Background: an optimization exercise with open tools, aiming at small area and a short achievable clock period. Do not read the settings as production practice. Only simulation tests tie the RTL to the original design; equivalence was not proved. Power and IR drop assume default switching activity.

== main ==
==> module fifo_nit, before the edit <==
module fifo_nit(
    input  Clk,
    input  RD,
    input  WR,
    input  EN,
    input  [31:0] dataIn,
    output reg [31:0] dataOut,
    input  Rst,
    output EMPTY,
    output FULL
);
reg [3:0] wp;           
reg [7:0] rp;           
reg       empty_q;
reg       full_q;
reg [31:0] mem [0:7];
assign EMPTY = empty_q;
assign FULL  = full_q;
wire rst_en = EN & Rst;
wire rd_acc = EN & ~Rst & RD & ~empty_q;
wire wr_acc = EN & ~Rst & WR & ~full_q & ~(RD & ~empty_q);
function [7:0] jdec;
    input [3:0] q;
    begin
        jdec[0] = ~q[3] & ~q[0];
        jdec[1] =  q[0] & ~q[1];
        jdec[2] =  q[1] & ~q[2];
        jdec[3] =  q[2] & ~q[3];
        jdec[4] =  q[3] &  q[0];
        jdec[5] = ~q[0] &  q[1];
        jdec[6] = ~q[1] &  q[2];
        jdec[7] = ~q[2] &  q[3];
    end
endfunction
wire [7:0] wsel   = jdec(wp);
wire [3:0] wp_inc = {wp[2:0], ~wp[3]};
wire [7:0] wsel_inc = {wsel[6:0], wsel[7]};
wire [7:0] rp_inc = {rp[6:0], rp[7]};
always @(posedge Clk) begin
    if (rst_en) begin
        wp      <= 4'd0;
        rp      <= 8'd1;
        empty_q <= 1'b1;
        full_q  <= 1'b0;
    end else if (rd_acc) begin
        rp      <= rp_inc;
        empty_q <= |(rp_inc & wsel);
        full_q  <= 1'b0;
    end else if (wr_acc) begin
        wp      <= wp_inc;
        empty_q <= 1'b0;
        full_q  <= |(wsel_inc & rp);
    end
end
genvar i;
generate
    for (i = 0; i < 8; i = i + 1) begin : g_mem
        always @(posedge Clk)
            if (!full_q && wsel[i])
                mem[i] <= dataIn;
    end
endgenerate
reg [31:0] rdata;
integer k;
always @(*) begin
    rdata = 32'd0;
    for (k = 0; k < 8; k = k + 1)
        rdata = rdata | ({32{rp[k]}} & mem[k]);
end
always @(posedge Clk)
    if (rd_acc)
        dataOut <= rdata;
endmodule
Settings: LEC_CHECK=0, CAP_MARGIN=20, CORE_MARGIN=2, CORE_UTILIZATION=40, PLACE_DENSITY=0.6, SLEW_MARGIN=20; clock period 5.0 ns.
run.sh (not shown) runs the stock make flow with config.mk's settings and CLKGATE_MAP_FILE= SYNTH_SCRIPT=/design/flow/synth_recipe.tcl, a recipe that flattens the netlist after the stock synthesis.
Changes in the feature branch relative to main:
==> flow/design.v, changed modules only <==
module fifo_nit(
    input  Clk,
    input  RD,
    input  WR,
    input  EN,
    input  [31:0] dataIn,
    output reg [31:0] dataOut,
    input  Rst,
    output EMPTY,
    output FULL
);
reg [3:0] wp;           
reg [3:0] rp;           
reg       empty_q;
reg       full_q;
reg [31:0] mem [0:7];
assign EMPTY = empty_q;
assign FULL  = full_q;
wire rst_en = EN & Rst;
wire rd_acc = EN & ~Rst & RD & ~empty_q;
wire wr_acc = EN & ~Rst & WR & ~full_q & ~(RD & ~empty_q);
wire [3:0] wp_inc = {wp[2:0], ~wp[3]};
wire [3:0] rp_inc = {rp[2:0], ~rp[3]};
function [7:0] jdec;
    input [3:0] q;
    begin
        jdec[0] = ~q[3] & ~q[0];
        jdec[1] =  q[0] & ~q[1];
        jdec[2] =  q[1] & ~q[2];
        jdec[3] =  q[2] & ~q[3];
        jdec[4] =  q[3] &  q[0];
        jdec[5] = ~q[0] &  q[1];
        jdec[6] = ~q[1] &  q[2];
        jdec[7] = ~q[2] &  q[3];
    end
endfunction
wire [7:0] wsel = jdec(wp);
wire [7:0] rsel = jdec(rp);
always @(posedge Clk) begin
    if (rst_en) begin
        wp      <= 4'd0;
        rp      <= 4'd0;
        empty_q <= 1'b1;
        full_q  <= 1'b0;
    end else if (rd_acc) begin
        rp      <= rp_inc;
        empty_q <= (rp_inc == wp);
        full_q  <= 1'b0;
    end else if (wr_acc) begin
        wp      <= wp_inc;
        empty_q <= 1'b0;
        full_q  <= (wp_inc == rp);
    end
end
genvar i;
generate
    for (i = 0; i < 8; i = i + 1) begin : g_mem
        always @(posedge Clk)
            if (!full_q && wsel[i])
                mem[i] <= dataIn;
    end
endgenerate
reg [31:0] rdata;
integer k;
always @(*) begin
    rdata = 32'd0;
    for (k = 0; k < 8; k = k + 1)
        rdata = rdata | ({32{rsel[k]}} & mem[k]);
end
always @(posedge Clk)
    if (rd_acc)
        dataOut <= rdata;
endmodule
main -> the feature branch: clock sink count decreased slightly. The feature branch vs. main: share of cell area taken by flip-flops and latches went down by 4.2 points. Wire length the detailed router placed on met1 (lower): main. Looking at flip-flop and latch count, the feature branch sits 1.3% lower than main does. Compared with main, in the feature branch count of inserted tapcells rose by 43, post-CTS setup buffer count stayed essentially flat. For the feature branch, the slowest library cell on the worst path was clkdlybuf4s50_1, unlike main, where it was dfxtp_1. main has lower static leakage than the feature branch. There was hardly any difference in synthesis-to-layout area growth between the feature branch and main. The feature branch: done, clean on timing, DRC and antenna. Lower layout cell share with drive strength beyond 1 among main and the feature branch: the feature branch. Comparing main and the feature branch, wire length is higher on the feature branch. Higher final area goes to the feature branch over main.

what the ideal ports hide:
No port has a modelled driver above. Below, the same layouts with a new extraction and two added sets of constraints.
Step 1, drivers: a clkbuf_16 drives Clk and a buf_2 each remaining input, both assumed.
Step 2 also shifts input and output timing later by t, the mid clock arrival at the registers, as if the neighbouring blocks saw the same clock.
Slacks: ideal / step 1 / step 2; pairs: ideal / step 1.
run	t, ns	slack for setup (ns)	latest minus earliest clock arrival (ns)	cell pins on the clock port's net
main	0.578	1.978 / 1.934 / 2.000	0.021 / 0.020	1
the feature branch	0.542	2.282 / 2.236 / 1.997	0.008 / 0.009	1
After both steps every run listed still meets setup and hold. For the feature branch, which loses most, drivers alone change the setup slack by -0.046 ns; drivers and shift together by -0.285 ns.
